This design comes from an exercise in tuning for small area on the open sky130 flow, not from production work. Only simulation tests tie the RTL to the original design; equivalence was not proved.

==> xenon <==
// c7bifu
module c7bifu (
   input              clk,
   input              resetn,
   output [31:0]      ifu_icu_addr_ic1,
   output             ifu_icu_req_ic1,
   input              icu_ifu_ack_ic1,
   input              icu_ifu_data_valid_ic2,
   input  [63:0]      icu_ifu_data_ic2,
   input              exu_ifu_except,
   input  [31:0]      exu_ifu_isr_addr,
   input              exu_ifu_branch,
   input  [31:0]      exu_ifu_brn_addr,
   input              exu_ifu_ertn,
   input  [31:0]      exu_ifu_ert_addr,
   input              exu_ifu_stall,
   output             ifu_exu_vld_d,
   output [31:0]      ifu_exu_pc_d,
   output [4:0]       ifu_exu_rs1_d,
   output [4:0]       ifu_exu_rs2_d,
   output [4:0]       ifu_exu_rd_d,
   output             ifu_exu_wen_d,
   output [31:0]      ifu_exu_imm_shifted_d,
   output             ifu_exu_alu_vld_d,
   output [5:0]       ifu_exu_alu_op_d,  
   output             ifu_exu_alu_a_pc_d, 
   output [31:0]      ifu_exu_alu_c_d,
   output             ifu_exu_alu_double_word_d,
   output             ifu_exu_alu_b_imm_d,
   output             ifu_exu_lsu_vld_d,
   output [6:0]       ifu_exu_lsu_op_d,  
   output             ifu_exu_lsu_double_read_d,
   output             ifu_exu_bru_vld_d,
   output [3:0]       ifu_exu_bru_op_d,  
   output [31:0]      ifu_exu_bru_offset_d,
   output             ifu_exu_mul_vld_d,
   output             ifu_exu_mul_signed_d,
   output             ifu_exu_mul_double_d,
   output             ifu_exu_mul_hi_d,
   output             ifu_exu_mul_short_d,
   output             ifu_exu_csr_vld_d,
   output [13:0]      ifu_exu_csr_raddr_d,  
   output             ifu_exu_csr_xchg_d,
   output             ifu_exu_csr_wen_d,
   output [13:0]      ifu_exu_csr_waddr_d,  
   output             ifu_exu_ertn_vld_d,
   output             ifu_exu_exc_vld_d,
   output [5:0]       ifu_exu_exc_code_d
);
   wire flush = exu_ifu_except | exu_ifu_branch | exu_ifu_ertn;
   wire stall = exu_ifu_stall;
   reg  req_q;          
   reg  d_stall_q;      
   reg  cancel_q;       
   reg  rsync_q;        
   wire iq_full;
   wire init     = ~rsync_q;
   wire stall_pf = req_q | (d_stall_q & ~flush) | iq_full;
   wire pf_inc   = ~stall_pf & ~flush & ~init;
  ...
clock: 12.0 ns
lec_check: 0
cap_margin: 5
core_margin: 2
core_utilization: 60
slew_margin: 5
standard.sh (not shown) runs the stock make flow with config.mk's settings and CLKGATE_MAP_FILE= SYNTH_SCRIPT=/design/flow/synth_recipe.tcl, a recipe that flattens the netlist after the stock synthesis.
==> flow/flow/run.sh <==
#!/bin/bash
# Layout flow: the standard synthesis, then an area-oriented re-mapping of
# the combinational logic (registers untouched), then the standard layout with
# the smallest buffer cell on the ports and a clock tree of small buffers.
set -euo pipefail
RES=orfs/results/sky130hd/c7bifu/base
LIB=$FLOW_HOME/platforms/sky130hd/lib/sky130_fd_sc_hd__tt_025C_1v80.lib

bash standard.sh synth > synth.log 2>&1

cp $RES/1_2_yosys.v $RES/1_2_yosys.std.v
DONT_USE=$(grep -oE 'cell \("sky130_fd_sc_hd__(lpflow|probe)[a-z0-9_]*' $LIB | sed 's/cell ("/-dont_use /' | tr '\n' ' ')
sed -e "s#@LIB@#$LIB#g" -e "s#@DONT_USE@#$DONT_USE#g" -e "s#@IN@#$RES/1_2_yosys.std.v#g" \
    -e "s#@OUT@#$RES/1_2_yosys.v#g" -e "s#@ABC@#flow/remap.abc#g" flow/remap.ys.in > remap.ys
yosys -l remap.log -q remap.ys > /dev/null

export BUFFER_PORTS_ARGS="-buffer_cell sky130_fd_sc_hd__buf_1"
export CTS_ARGS="-sink_clustering_enable -repair_clock_nets -buf_list {sky130_fd_sc_hd__clkbuf_8} -sink_clustering_size 18 -sink_clustering_max_diameter 80 -dont_use_dummy_load"
bash standard.sh > layout.log 2>&1
==> flow/flow/remap.abc <==
strash
&get -n
&deepsyn -T 120
&put
&get -n
&st
&dch
&nf -R 1000
&put
==> flow/flow/remap.ys.in <==
# Re-map the combinational cells of the standard synthesis for area.
# Registers (and the tie cell) stay as they are, with their names.
read_liberty -ignore_miss_func -overwrite @LIB@
read_verilog @IN@
hierarchy -top c7bifu
blackbox sky130_fd_sc_hd__dfrtp_1 sky130_fd_sc_hd__dfxtp_1 sky130_fd_sc_hd__edfxtp_1 sky130_fd_sc_hd__conb_1
flatten
opt_clean
abc -liberty @LIB@ @DONT_USE@ -script @ABC@
opt_clean -purge
hilomap -singleton -hicell sky130_fd_sc_hd__conb_1 HI -locell sky130_fd_sc_hd__conb_1 LO
insbuf -buf sky130_fd_sc_hd__buf_4 A X
splitnets
opt_clean -purge
stat -liberty @LIB@
write_verilog -noattr -nohex -nodec @OUT@
==> maple: changes against xenon <==
--- a/flow/design.v
+++ b/flow/design.v
@@ -4343,11 +4343,11 @@
    reg  [1:0]  wr_q;        
    reg  [2:0]  rd_q;        
    reg         skip_q;      
    reg         fv_q;        
    reg  [63:0] blk0, blk1;
-   reg         age0, age1;    
+   reg  [1:0]  age0, age1;
    wire [2:0] count = {wr_q, 1'b0} - rd_q;
    assign iq_full   = (count > 3'd2);
    wire iq_empty    = (count == 3'd0);
    wire stall_iq;
    wire wr_en   = data_vld & ~iq_full;
@@ -4375,17 +4375,17 @@
       end
    end
    always @(posedge clk) begin
       if (wr_en & ~wr_q[0]) blk0 <= icu_ifu_data_ic2;
       if (wr_en &  wr_q[0]) blk1 <= icu_ifu_data_ic2;
-      age0 <= ~(wr_en & ~wr_q[0]) & (age0 | pf_inc);
-      age1 <= ~(wr_en &  wr_q[0]) & (age1 | pf_inc);
+      age0 <= (wr_en & ~wr_q[0]) ? 2'd0 : age0 + {1'b0, pf_inc};
+      age1 <= (wr_en &  wr_q[0]) ? 2'd0 : age1 + {1'b0, pf_inc};
    end
    wire [1:0]  fp     = rd_q[1:0] - 2'd1;
    wire [63:0] f_blk  = fp[1] ? blk1 : blk0;
    wire [31:0] f_inst = fp[0] ? f_blk[63:32] : f_blk[31:0];
-   wire        f_age  = fp[1] ? age1 : age0;
+   wire [1:0]  f_age  = fp[1] ? age1 : age0;
    reg  [31:0] inst_d;
    reg         half_d;
    reg  [1:0]  age_d;
    reg         vld_d;
    wire        reg_en = ~stall | flush;
@@ -4397,11 +4397,11 @@
    end
    always @(posedge clk) begin
       if (reg_en) begin
          inst_d <= f_inst;
          half_d <= fp[0];
-         age_d  <= {1'b0, f_age} + {1'b0, pf_inc};
+         age_d  <= f_age + {1'b0, pf_inc};
       end else begin
          age_d  <= age_d + {1'b0, pf_inc};
       end
    end
    assign ifu_exu_pc_d = {pf_q[31:3] - {27'd0, age_d}, half_d, 2'b00};
CORE_UTILIZATION = 40   (was 60)
==> harbor: changes against xenon <==
--- a/flow/design.v
+++ b/flow/design.v
@@ -4343,11 +4343,11 @@
    reg  [1:0]  wr_q;        
    reg  [2:0]  rd_q;        
    reg         skip_q;      
    reg         fv_q;        
    reg  [63:0] blk0, blk1;
-   reg         age0, age1;    
+   reg  [1:0]  age0, age1;
    wire [2:0] count = {wr_q, 1'b0} - rd_q;
    assign iq_full   = (count > 3'd2);
    wire iq_empty    = (count == 3'd0);
    wire stall_iq;
    wire wr_en   = data_vld & ~iq_full;
@@ -4375,17 +4375,17 @@
       end
    end
    always @(posedge clk) begin
       if (wr_en & ~wr_q[0]) blk0 <= icu_ifu_data_ic2;
       if (wr_en &  wr_q[0]) blk1 <= icu_ifu_data_ic2;
-      age0 <= ~(wr_en & ~wr_q[0]) & (age0 | pf_inc);
-      age1 <= ~(wr_en &  wr_q[0]) & (age1 | pf_inc);
+      age0 <= (wr_en & ~wr_q[0]) ? 2'd0 : age0 + {1'b0, pf_inc};
+      age1 <= (wr_en &  wr_q[0]) ? 2'd0 : age1 + {1'b0, pf_inc};
    end
    wire [1:0]  fp     = rd_q[1:0] - 2'd1;
    wire [63:0] f_blk  = fp[1] ? blk1 : blk0;
    wire [31:0] f_inst = fp[0] ? f_blk[63:32] : f_blk[31:0];
-   wire        f_age  = fp[1] ? age1 : age0;
+   wire [1:0]  f_age  = fp[1] ? age1 : age0;
    reg  [31:0] inst_d;
    reg         half_d;
    reg  [1:0]  age_d;
    reg         vld_d;
    wire        reg_en = ~stall | flush;
@@ -4397,11 +4397,11 @@
    end
    always @(posedge clk) begin
       if (reg_en) begin
          inst_d <= f_inst;
          half_d <= fp[0];
-         age_d  <= {1'b0, f_age} + {1'b0, pf_inc};
+         age_d  <= f_age + {1'b0, pf_inc};
       end else begin
          age_d  <= age_d + {1'b0, pf_inc};
       end
    end
    assign ifu_exu_pc_d = {pf_q[31:3] - {27'd0, age_d}, half_d, 2'b00};
==> flow/flow/run.sh (replaced) <==
#!/bin/bash
# Standard layout, except: port buffers use the smallest buffer cell, and the
# clock tree uses small clock buffers and no dummy loads.
set -euo pipefail
export BUFFER_PORTS_ARGS="-buffer_cell sky130_fd_sc_hd__buf_1"
export CTS_ARGS="-sink_clustering_enable -repair_clock_nets -buf_list {sky130_fd_sc_hd__clkbuf_4 sky130_fd_sc_hd__clkbuf_8} -dont_use_dummy_load"
bash standard.sh > standard.log 2>&1
CAP_MARGIN = 20   (was 5)
CORE_UTILIZATION = 40   (was 60)
SLEW_MARGIN = 20   (was 5)
removed: flow/flow/remap.abc
removed: flow/flow/remap.ys.in
==> results.toml <==
[status]
status = "complete, no violations"

[floorplan]
tap_cells = 448

[routing]
drtIter0Drc = 1869

[cells_and_area]
syn2layout_area_growth_pct = 14.2
seq_share_pct = 37.4
mostFrequentLayoutCells = "398 x buf_1, 161 x edfxtp_1, 106 x nand2_1"

[setup_path]
critPathMaxFanout = 22

[timing]
whs_ns = 0.493
worstMarginPinSlew_ns = 1.00

[placement]
pre_cts_ws_ns = 3.64
[end of results for harbor]
==> results.toml <==
[status]
status = "complete, no violations"

[cells_and_area]
syn2layout_area_growth_pct = 14.3
mostFrequentLayoutCells = "398 x buf_1, 181 x nand2_1, 161 x edfxtp_1"
seq_share_pct = 42.8

[setup_path]
critPathMaxFanout = 8

[timing]
whs_ns = 0.450
worstMarginPinSlew_ns = 1.14

[routing]
drtIter0Drc = 2155

[placement]
pre_cts_ws_ns = 3.31

[floorplan]
tap_cells = 265
[end of results for xenon]
==> results.toml <==
[placement]
portBuffers = 398

[routing]
drtIter0Drc = 1407
dr.pass1.iters = 7
met3_length_um = 4190

[power_and_ir_drop]
pg_clk_uw = 330

[setup_path]
critPathMaxFanout = 11
critPathLaunchType = "register"

[timing]
worstMarginPinSlew_ns = 1.18
setup_tns_ns = 0
fin_worst_skew_ns = 0.0437

[cells_and_area]
stdcell_area_sq_um = 13900
syn2layout_area_growth_pct = 15.8
mostFrequentLayoutCells = "398 x buf_1, 190 x nand2_1, 161 x edfxtp_1"
seq_cells = 209

[clocking]
htree_num_levels = 1
worstSkewPairLatency_ns = 0.52

[logic_synthesis]
syn_area_per_cell_sq_um = 9.49

[status]
status = "complete, no violations"

[floorplan]
tap_cells = 390
[end of results for maple]

-- re-timing with driven ports --
The results above use ideal ports. As a check the final layouts listed here were re-extracted and re-timed, cells and wires unchanged. Step 1 assumes that a clkbuf_16 drives the clock port and a buf_2 every other input. Step 2 adds t to the input delays and takes it off the output delays; t is the mean of the earliest and latest rising clock arrival at the registers after step 1. Input paths then give back, and output paths get back, about the clock's delay inside the block. Three values: ideal ports, drivers, drivers and shift; two values: the first two.
run	t, ns	slack for setup (ns)	slew at the worst register clock pin (ns)
xenon	0.508	2.589 / 2.545 / 3.053	0.11 / 0.11
maple	0.543	2.772 / 2.724 / 3.267	0.12 / 0.12
harbor	0.543	3.459 / 3.416 / 3.471	0.06 / 0.06
After both steps setup and hold are still met in every run listed.
